Source: an optimization exercise on an open RTL-to-GDS flow (aim: small area). Production flows keep margins and buffers that such runs may drop.
Only simulation tests tie the RTL to the original design; equivalence was not proved.
Power and IR drop assume default switching activity.

==> design.v <==
module dp_fa(input x, input y, input ci, output s, output co);
    assign s  = x ^ y ^ ci;
    assign co = (x & y) | (x & ci) | (y & ci);
endmodule
module dp_maj(input x, input y, input z, output co);
    assign co = (x & y) | (x & z) | (y & z);
endmodule
module dp_nand(input a, input b, output y);
    assign y = ~(a & b);
endmodule
module dp_and(input a, input b, output y);
    assign y = a & b;
endmodule
module dp_or(input a, input b, output y);
    assign y = a | b;
endmodule
module dp_xor(input a, input b, output y);
    assign y = a ^ b;
endmodule
module dp_xnor(input a, input b, output y);
    assign y = ~(a ^ b);
endmodule
module dp_muxi(input s, input d1, input d0, output y);
    assign y = ~(s ? d1 : d0);
endmodule
module dp_a22o(input a1, input a2, input b1, input b2, output y);
    assign y = (a1 & a2) | (b1 & b2);
endmodule
module dp_a21o(input a1, input a2, input b1, output y);
    assign y = (a1 & a2) | b1;
endmodule
module dp_a222oi(input a1, input a2, input b1, input b2, input c1, input c2, output y);
    assign y = ~((a1 & a2) | (b1 & b2) | (c1 & c2));
endmodule
module dp_mul8(input [7:0] a, input [7:0] b, output [7:0] prod_lo, output [7:0] nprod_hi);
    genvar i, j;
    wire [63:0] npp;                 
    generate
        for (i = 0; i < 8; i = i + 1) begin : g_pi
            for (j = 0; j < 8; j = j + 1) begin : g_pj
                if (i == 0 && j == 0) begin : g_p0
                    dp_and u(.a(a[0]), .b(b[0]), .y(prod_lo[0]));
                end else begin : g_pn
                    dp_nand u(.a(a[j]), .b(b[i]), .y(npp[8*i+j]));
                end
            end
        end
    endgenerate
    wire [71:0] nc;                  
    wire [63:0] ns;                  
    generate
        for (i = 1; i < 8; i = i + 1) begin : g_row
            wire [7:0] nacc;
            if (i == 1) begin : g_a1
                assign nacc = {1'b1, npp[7:1]};
            end else begin : g_an
                assign nacc = {nc[9*(i-1)+8], ns[8*(i-1)+1 +: 7]};
            end
            dp_xor  ux(.a(nacc[0]), .b(npp[8*i]), .y(prod_lo[i]));
            dp_or   uo(.a(nacc[0]), .b(npp[8*i]), .y(nc[9*i+1]));
            for (j = 1; j < 7; j = j + 1) begin : g_col
                if (i == 7) begin : g_last
                    dp_fa u(.x(nacc[j]), .y(npp[8*i+j]), .ci(nc[9*i+j]),
                            .s(nprod_hi[j-1]), .co(nc[9*i+j+1]));
                end else begin : g_mid
                    dp_fa u(.x(nacc[j]), .y(npp[8*i+j]), .ci(nc[9*i+j]),
                            .s(ns[8*i+j]), .co(nc[9*i+j+1]));
                end
            end
            if (i == 1) begin : g_top1
                dp_xnor ux7(.a(npp[8*i+7]), .b(nc[9*i+7]), .y(ns[8*i+7]));
                dp_or   uo7(.a(npp[8*i+7]), .b(nc[9*i+7]), .y(nc[9*i+8]));
            end else if (i == 7) begin : g_top7
                dp_fa u7(.x(nacc[7]), .y(npp[8*i+7]), .ci(nc[9*i+7]),
                         .s(nprod_hi[6]), .co(nprod_hi[7]));
            end else begin : g_top
                dp_fa u7(.x(nacc[7]), .y(npp[8*i+7]), .ci(nc[9*i+7]),
                         .s(ns[8*i+7]), .co(nc[9*i+8]));
            end
        end
    endgenerate
endmodule
module dp_div8(input [7:0] a, input [7:0] b, output [7:0] q);
    genvar r, j;
    wire [7:0] nb = ~b;
    wire [8:0] hz;
    assign hz[8] = 1'b1;
    generate
        for (j = 7; j >= 0; j = j - 1) begin : g_hz
            assign hz[j] = hz[j+1] & ~b[j];
        end
    endgenerate
    wire bnz = ~hz[0];
    wire [63:0] rem;
    assign q[7] = a[7] & hz[1] & b[0];
    assign rem[8*7] = a[7] & ~(hz[1] & b[0]);
    generate
        for (r = 6; r >= 1; r = r - 1) begin : g_row
            localparam integer W = 8 - r;
            localparam integer POS = (r % 2 == 0);
            wire [W-1:0] t;
            wire [W:0]   c;
            wire [W-1:0] d;
            assign t = {rem[8*(r+1) +: W-1], a[r]};
            if (POS) begin : g_p
                assign c[1] = a[r] | ~b[0];
                for (j = 1; j < W; j = j + 1) begin : g_b
                    dp_fa u(.x(t[j]), .y(nb[j]), .ci(c[j]), .s(d[j]), .co(c[j+1]));
                end
                assign q[r] = hz[W] & c[W] & bnz;
                assign rem[8*r] = ~(a[r] ^ (q[r] & b[0]));
            end else begin : g_n
                assign c[1] = ~a[r] & b[0];
                for (j = 1; j < W; j = j + 1) begin : g_b
                    dp_fa u(.x(t[j]), .y(b[j]), .ci(c[j]), .s(d[j]), .co(c[j+1]));
                end
                assign q[r] = hz[W] & ~c[W] & bnz;
                assign rem[8*r] = a[r] ^ (q[r] & b[0]);
            end
            for (j = 1; j < W; j = j + 1) begin : g_m
                dp_muxi um(.s(q[r]), .d1(d[j]), .d0(t[j]), .y(rem[8*r+j]));
            end
        end
    endgenerate
    wire [8:0] c0;
    wire [7:0] t0 = {rem[8*1 +: 7], a[0]};
    assign c0[1] = a[0] | ~b[0];
    generate
        for (j = 1; j < 8; j = j + 1) begin : g_r0
            dp_maj u(.x(t0[j]), .y(nb[j]), .z(c0[j]), .co(c0[j+1]));
        end
    endgenerate
    assign q[0] = c0[8] & bnz;
endmodule
module dp_addsub8(input [7:0] a, input [7:0] b, input sub, output [7:0] s, output co);
    genvar j;
    wire [7:0] y;
    wire [7:0] c;
    generate
        for (j = 0; j < 8; j = j + 1) begin : g_b
            dp_xor ux(.a(b[j]), .b(sub), .y(y[j]));
            if (j == 0) begin : g_0
                dp_fa u(.x(a[j]), .y(y[j]), .ci(sub), .s(s[j]), .co(c[j]));
            end else if (j == 7) begin : g_7
                dp_fa u(.x(a[j]), .y(y[j]), .ci(c[j-1]), .s(s[j]), .co(co));
            end else begin : g_n
                dp_fa u(.x(a[j]), .y(y[j]), .ci(c[j-1]), .s(s[j]), .co(c[j]));
            end
        end
    endgenerate
endmodule
module operation_control(
    input clk,
    input rst,
    input [3:0] key,
    input [7:0] data_in,
    output reg [1:0] operation,
    output clear,
    output [7:0] as_sum,
    output as_co,
    output [7:0] prod_lo,
    output [7:0] nprod_hi,
    output [7:0] quo
);
    reg [7:0] num1;
    reg [7:0] num2;
    wire ld1  = (key == 4'b0000);
    wire ld2  = (key == 4'b0001);
    wire ldop = ~key[3] & (key[2] ^ key[1]);     
    assign clear = (key == 4'b1000);
    wire hold1  = ~(ld1 | clear);
    wire hold2  = ~(ld2 | clear);
    wire holdop = ~(ldop | clear);
    wire [7:0] num1_d, num2_d;
    wire [1:0] op_d;
    genvar j;
    generate
        for (j = 0; j < 8; j = j + 1) begin : g_d
            dp_a22o u1(.a1(ld1), .a2(data_in[j]), .b1(hold1), .b2(num1[j]), .y(num1_d[j]));
            dp_a22o u2(.a1(ld2), .a2(data_in[j]), .b1(hold2), .b2(num2[j]), .y(num2_d[j]));
        end
    endgenerate
    dp_a22o uo1(.a1(ldop), .a2(key[2]), .b1(holdop), .b2(operation[1]), .y(op_d[1]));
    dp_a22o uo0(.a1(ldop), .a2(key[0]), .b1(holdop), .b2(operation[0]), .y(op_d[0]));
    always @(posedge clk or posedge rst) begin
        if (rst) begin
            num1 <= 0;
            num2 <= 0;
            operation <= 0;
        end else begin
            num1 <= num1_d;
            num2 <= num2_d;
            operation <= op_d;
        end
    end
    dp_addsub8 u_as(.a(num1), .b(num2), .sub(operation[0]), .s(as_sum), .co(as_co));
    dp_mul8    u_mul(.a(num1), .b(num2), .prod_lo(prod_lo), .nprod_hi(nprod_hi));
    dp_div8    u_div(.a(num1), .b(num2), .q(quo));
endmodule
module nib_class(input [3:0] n, output reg [2:0] e);
    always @(*) begin
        case (n)
            4'd0: e = 3'b001;
            4'd2: e = 3'b010;
            4'd3: e = 3'b110;
            4'd4: e = 3'b101;
            4'd5, 4'd9: e = 3'b100;
            4'd6, 4'd8: e = 3'b000;
            default: e = 3'b111;
        endcase
    end
endmodule
module display_control(
    input clk,
    input rst,
    input [1:0] operation,
    input clear,
    input [7:0] as_sum,
    input as_co,
    input [7:0] prod_lo,
    input [7:0] nprod_hi,
    input [7:0] quo,
    output reg [7:0] data_out,
    output [3:0] seg,
    output [3:0] dig
);
    reg [7:0] dmask;
    reg       hi15;
    reg       overflow;
    reg [2:0] ncode;
    reg [2:0] dcode;
    reg [2:0] scode;
    reg [1:0] scan_count;
    reg       started;
    wire o1 = operation[1], o0 = operation[0];
    wire sel_as  = ~o1;
    wire sel_mul = o1 & ~o0;
    wire sel_div = o1 & o0;
    wire ovf_next = (~o1 & ~o0 & hi15) | (o1 & o0 & overflow & ~clear);
    wire hi15_next = (~o1 & o0 & ~as_co) | (o1 & ~o0 & ~nprod_hi[7]);
    wire [7:0] nres_lo, dmask_d;
    genvar j;
    generate
        for (j = 0; j < 8; j = j + 1) begin : g_lo
            dp_a222oi u(.a1(sel_as), .a2(as_sum[j]), .b1(sel_mul), .b2(prod_lo[j]),
                        .c1(sel_div), .c2(quo[j]), .y(nres_lo[j]));
            dp_nand   um(.a(~ovf_next), .b(nres_lo[j]), .y(dmask_d[j]));
        end
    endgenerate
    wire pick_b74  = (scan_count == 2'd0);
    wire pick_b118 = (scan_count == 2'd1);
    wire pick_hi   = scan_count[1] ^ scan_count[0];
    wire borrow    = ~o1 & o0 & ~as_co;                  
    wire carry8    = ~o1 & ~o0 & as_co & pick_b118;      
    wire [3:0] lo_nib, p_nib, hi_nib, nnib;
    generate
        for (j = 0; j < 4; j = j + 1) begin : g_nib
            dp_muxi ul(.s(pick_b74), .d1(nres_lo[4+j]), .d0(nres_lo[j]), .y(lo_nib[j]));
            dp_muxi up(.s(pick_b118), .d1(nprod_hi[j]), .d0(nprod_hi[4+j]), .y(p_nib[j]));
            if (j == 0) begin : g_h0
                dp_a21o uh(.a1(sel_mul), .a2(p_nib[j]), .b1(borrow | carry8), .y(hi_nib[j]));
            end else begin : g_hn
                dp_a21o uh(.a1(sel_mul), .a2(p_nib[j]), .b1(borrow), .y(hi_nib[j]));
            end
            dp_muxi un(.s(pick_hi), .d1(hi_nib[j]), .d0(lo_nib[j]), .y(nnib[j]));
        end
    endgenerate
    wire [2:0] ncode_d;
    nib_class u_class(.n(~nnib), .e(ncode_d));
    always @(posedge clk or posedge rst) begin
        if (rst) begin
            data_out <= 0;
            dmask <= 0;
            hi15 <= 0;
            overflow <= 0;
            ncode <= 3'b001;
            dcode <= 3'b001;
            scode <= 3'b000;
            scan_count <= 0;
            started <= 0;
        end else begin
            overflow <= ovf_next;
            dmask <= dmask_d;
            hi15 <= hi15_next;
            data_out <= dmask;
            ncode <= ncode_d;
            dcode <= ncode;
            scode <= dcode;
            scan_count <= scan_count + 1;
            started <= 1'b1;
        end
    end
    assign seg = {scode[2] & scode[0], scode[2], scode[1], scode[0] & (scode[1] | ~scode[2])};
    assign dig = {started & (scan_count != 2'd1), started & (scan_count != 2'd2),
                  started & (scan_count != 2'd3), started & (scan_count != 2'd0)};
endmodule
module yqc_jisuanqi(
    input clk,
    input rst,
    input [3:0] key,
    input [7:0] data_in,
    output wire [7:0] data_out,
    output wire [3:0] seg,
    output wire [3:0] dig
);
    wire [1:0]  operation;
    wire        clear;
    wire [7:0]  as_sum;
    wire        as_co;
    wire [7:0] prod_lo;
    wire [7:0] nprod_hi;
    wire [7:0]  quo;
    operation_control u_operation_control(
     .clk(clk),
     .rst(rst),
     .key(key),
     .data_in(data_in),
     .operation(operation),
     .clear(clear),
     .as_sum(as_sum),
     .as_co(as_co),
     .prod_lo(prod_lo),
     .nprod_hi(nprod_hi),
     .quo(quo)
    );
    display_control u_display_control(
     .clk(clk),
     .rst(rst),
     .operation(operation),
     .clear(clear),
     .as_sum(as_sum),
     .as_co(as_co),
     .prod_lo(prod_lo),
     .nprod_hi(nprod_hi),
     .quo(quo),
     .data_out(data_out),
     .seg(seg),
     .dig(dig)
    );
endmodule
==> run.sh <==
#!/bin/bash
# synth_recipe.tcl (not shown) runs the flow's synth.tcl, then flattens the netlist and writes it again
# the make line also repeats each setting of config.mk as NAME=value (left out here)
make -C /OpenROAD-flow-scripts/flow DESIGN_CONFIG=/design/flow/config.mk WORK_HOME=/design/flow/orfs CLKGATE_MAP_FILE= SYNTH_SCRIPT=/design/flow/synth_recipe.tcl finish
==> config.mk <==
export PLATFORM = sky130hd
export DESIGN_NAME = yqc_jisuanqi
export DESIGN_NICKNAME = yqc_jisuanqi
export VERILOG_FILES = /design/flow/design.v
export SDC_FILE = /design/flow/constraint.sdc
export NUM_CORES = 4
export LEC_CHECK = 0
export CAP_MARGIN = 20
export CORE_MARGIN = 2
export CORE_UTILIZATION = 40
export CTS_BUF_LIST = sky130_fd_sc_hd__clkbuf_8
export SLEW_MARGIN = 20
export SYNTH_HIERARCHICAL = 1
==> constraint.sdc <==
create_clock -name core_clock -period 33.0 [get_ports {clk}]
set_input_delay 6.6000 -clock core_clock [delete_from_list [all_inputs] [get_ports {clk}]]
set_output_delay 6.6000 -clock core_clock [all_outputs]
set_load 0.01 [all_outputs]
==> results.yml <==
power_and_ir_drop:
  internal_power_w: 0.0001877
  switching_share_pct: 42.00
  power_switching_w: 0.0001359
  fin_total_pwr_w: 0.0003235
  ir_worst_vdd_mv: 0.03159
  power.leakage_nw: 1.944
  p_comb_share_pct: 60.0
  power.density_nw_per_um2: 62.42
  p_seq_share_pct: 28.7
  pwr-share-clk_pct: 11.3
finish:
  multi_input_area_sq_um: 3281
  fin_nets: 537
  n_fill_cell: 1102
  drive_gt1_share_pct: 7.500
  final_core_util_pct: 45.79
  antenna_cells: 0
  stdcell_count: 583
  register_area_sq_um: 1204
  area_growth_pct: 12.73
logic_synthesis:
  synth_seq_area_share_pct: 26.18
  yosys-top-cells-area: "fa_1 (34%), dfrtp_1 (25%), mux2i_1 (7.4%), nand2_1 (6.2%), xor2_1 (3.6%)"
  ys_dominant_reg_cell: "dfrtp_1"
  synthSimpleGateAreaFrac_pct: 13.88
  synthCells: 401
  synth_edf_count: 0
  synth_mux_area_share_pct: 7.646
  yosysWarnings: 9
  netlist_area_sq_um: 4598
  synth_compound_area_share_pct: 7.837
  synth_adder_area_share_pct: 37.14
  ys_types: 47
  synth_top_family_by_area: "adder cells"
  synth-async-reset-ratio_pct: 100.0
  syn_nets: 499
  synth_xor_area_share_pct: 4.762
  avgSynthCellArea_sq_um: 11.47
  synth-seq-cells: 48
  synth_top_area_share_pct: 33.52
  synth_largest_area_cell: "fa_1"
die:
  fp.dieW_microns: 111.2
  die_area_sq_um: 12370
  row_count: 39
  start_util_pct: 40.62
  pin_count: 30
  die_h_microns: 111.2
  coreArea_sq_um: 11320
global_route:
  antenna_found_initial: 0
  grt_max_degree: 31
  overflow: 0
  grt_pass1_vias: 3491
  grt_pass1_wl_mm: 17.37
  grt_usage_pct: 17.43
timing:
  post-route-period-util_pct: 46.25
  setup_viol: 0
  worst_slew_pin_slew_ns: 0.8777
  rsz0062_at_grt: "no"
  final.setup.tns_ns: 0
  finalHoldViolCount: 0
  clock.fmax_ghz: 0.06552
  skew_ns: 0.007399
  max_slew_margin_pct: 41.36
  min_period_ns: 15.26
  slew_violations: 0
clock_network:
  cts_max_level: 2
  insertion_delay_ns: 0.30
  numCtsBuffers: 5
  clock-sinks: 48
  path_clk_slew_ns: 0.09
  cts_tree: "yes"
  post_cts_buffers: 0
  cts_buffer_depth: 2
  cts_hold_buf: 0
  ctsResizeCount: 0
  cts-root-buf: "clkbuf_8"
setup_path:
  rr_worst_depth: 54
  start_kind: "flip-flop"
  r2r_end: "u_display_control.ncode[1]"
  path_class: "reg2reg"
  r2r-start: "u_operation_control.num2[6]"
  end_kind: "flip-flop"
  r2r_slack_ns: 17.74
  critPathMaxStageDelay_ns: 0.71
  cp_common_cell: "fa_1"
  cpMaxStageDelayCell: "dfrtp_1"
  crit_fanout: 14
  cp.required_ns: 33.20
  crit_path_end: "u_display_control.ncode[1]"
  startpoint: "u_operation_control.num2[6]"
  arrival_ns: 15.46
run_status:
  outcome: "timing/DRC/antenna clean"
route:
  num_vias: 3128
  wl_mm: 9.982
  route.detailed.drc: 0
  wire_per_inst_microns: 17.12
  dr.pass1.iters: 5
  viasPerCell: 5.365
  drtIter0Drc: 167
  drt.antenna.violating_nets: 0
min_path:
  hold_class: "reg2reg"
place:
  port_buffers: 29
  gp_congestion: 0.7867
  placed_cells: 575
  dp_hpwl_mm: 7.798
flow_run:
  drv_cap: 0
==> critical path, delay by kind of cell (launching register included) <==
kind,cells,cell delay [ns]
flops,1,0.71
mux,4,0.66
buf+inv,2,0.17
simple gates,12,1.83
fa+ha+maj,28,10.21
xor+xnor,5,0.74
compound gates,3,0.80
==> modules after synthesis, one instance, submodules excluded, excerpt <==
module | cell area (sq um) | flip-flops and latches | cells inside | times used
dp_muxi | 10.01 | 0 | 1 | 33
dp_a21o | 7.507 | 0 | 1 | 4
nib_class | 121.4 | 0 | 17 | 1
dp_or | 6.256 | 0 | 1 | 8
dp_div8 | 299.0 | 0 | 49 | 1
dp_a222oi | 10.01 | 0 | 1 | 8
dp_maj | 11.26 | 0 | 1 | 7
operation_control | 525.5 | 18 | 29 | 1
dp_nand | 3.754 | 0 | 1 | 71
dp_xnor | 8.758 | 0 | 1 | 1
==> how the worst min path moves through the flow <==
stage / from / end / slack, ns / cells past startpoint
2_1_floorplan: u_display_control.dmask[0] / u_display_control.data_out[0] / 0.33 / 0
3_3_place_gp: u_display_control.dcode[1] / u_display_control.scode[1] / 0.33 / 0
3_5_place_dp: u_display_control.ncode[1] / u_display_control.dcode[1] / 0.33 / 0
4_1_cts: u_display_control.ncode[1] / u_display_control.dcode[1] / 0.35 / 0
5_1_grt: u_display_control.ncode[2] / u_display_control.dcode[2] / 0.37 / 0
6_report: u_display_control.ncode[1] / u_display_control.dcode[1] / 0.35 / 0
==> layout by cell type (no fill, tap or decap), types with 2 or more instances in the layout <==
| cell | count |
|---|---|
| fa_1 | 77 |
| xnor2_1 | 6 |
| nor2_1 | 11 |
| dfstp_2 | 2 |
| xor2_1 | 19 |
| dfrtp_1 | 46 |
| mux2i_1 | 34 |
| maj3_2 | 7 |
| or2_1 | 8 |
| clkbuf_8 | 6 |
| and2_1 | 3 |
| nand2_1 | 76 |
| a222oi_1 | 8 |
| nor4b_1 | 2 |
| a22o_1 | 18 |
| clkdlybuf4s50_1 | 29 |
| inv_1 | 24 |
| ha_1 | 7 |
| nand2b_1 | 6 |
| nor2b_1 | 8 |
| nand3_1 | 4 |
| a21o_1 | 5 |
| o21ai_0 | 2 |
| buf_4 | 6 |
| and3_1 | 2 |
==> cell families after synthesis <==
group	Yosys count
AO/OA/AOI/OAI	42
XOR/XNOR	25
adder cells (fa/ha/maj)	91
other	1
buffers and inverters	28
AND/OR/NAND/NOR	131
flip-flops	48
multiplexers	35
==> state kept, by name (all words and copies together), names as in the netlist, 2 cells and up <==
name                           cells
u_display_control.scan_count       2
u_display_control.scode            3
u_operation_control.operation      2
u_operation_control.num1           8
u_display_control.data_out         8
u_display_control.dmask            8
u_display_control.ncode            3
u_operation_control.num2           8
u_display_control.dcode            3
==> per-layer routing <==
| layer | up-vias | track usage [%] | wire, microns |
|---|---|---|---|
| li1 | 1417 | - | - |
| met4 | 0 | 3.128 | 101 |
| met3 | 12 | 2.515 | 408 |
| met1 | 1637 | 23.62 | 4351 |
| met5 | - | 0 | 0 |
| met2 | 62 | 30.28 | 5121 |
==> power by group through the flow <==
stage / clock network [W] / registers [W] / logic (W)
global placement: 0 / 0.0000937 / 0.000190
CTS: 0.0000381 / 0.0000935 / 0.000197
finish: 0.0000366 / 0.0000929 / 0.000194
global route: 0.0000409 / 0.0000962 / 0.000225
detailed placement: 0 / 0.0000948 / 0.000196
floorplan: 0 / 0.0000949 / 0.000140
==> metrics by stage <==
step | setup WS, ns | instance area, sq um | hold WS, ns
4_1_cts | 17.78 | 5184 | 0.3549
3_3_place_gp | 18.07 | 5089 | 0.3318
2_1_floorplan | 18.70 | 4598 | 0.3312
3_5_place_dp | 17.85 | 5089 | 0.3347
5_1_grt | 16.84 | 5184 | 0.3654
6_report | 17.74 | 5184 | 0.3542
==> Yosys cell counts (2+ instances only) <==
library cell and number:
dfstp_2 2, nand2b_1 6, nand3_1 4, a21o_1 5, a22o_1 18, or2_1 8
dfrtp_1 46, maj3_2 7, a222oi_1 8, nand2_1 76, o21ai_0 2, and3_1 2
and2_1 3, inv_1 24, xor2_1 19, ha_1 7, mux2i_1 34, xnor2_1 6
fa_1 77, nor2b_1 8, nor2_1 11, nor4b_1 2, buf_4 2
==> layout make-up <==
type	instances	area share [%]
flip-flops and latches	48	23.22
repair buffers	35	6.469
clock inverters	2	0.2414
clock buffers	6	1.593
multi-input cells	325	63.29
well taps	143	3.452
inverters	24	1.738

==> re-timing with driven ports <==
In the flow no input, the clock included, has a driving cell. The finished layout below was timed again as built, in two steps.
Step 1 sets driving cells, clkbuf_16 on the clock port and buf_2 on the other inputs (assumed; they add their load-dependent delay and slew).
Step 2 moves the port delays by t, midway between the first and last clock arrival at a register: inputs arrive t later, outputs are due t later. That takes back most of the time a late clock gives input paths.
a / b / c = no drivers / after step 1 / after step 2; a / b = the first two.
t (ns): 0.329
slack for setup (ns): 17.736 / 17.736 / 17.736
worst data-port slew with drivers (ns): 0.03
After both steps setup and hold are still met in this run. For this run, drivers alone change the setup slack by 0.000 ns; drivers and shift together by 0.000 ns.
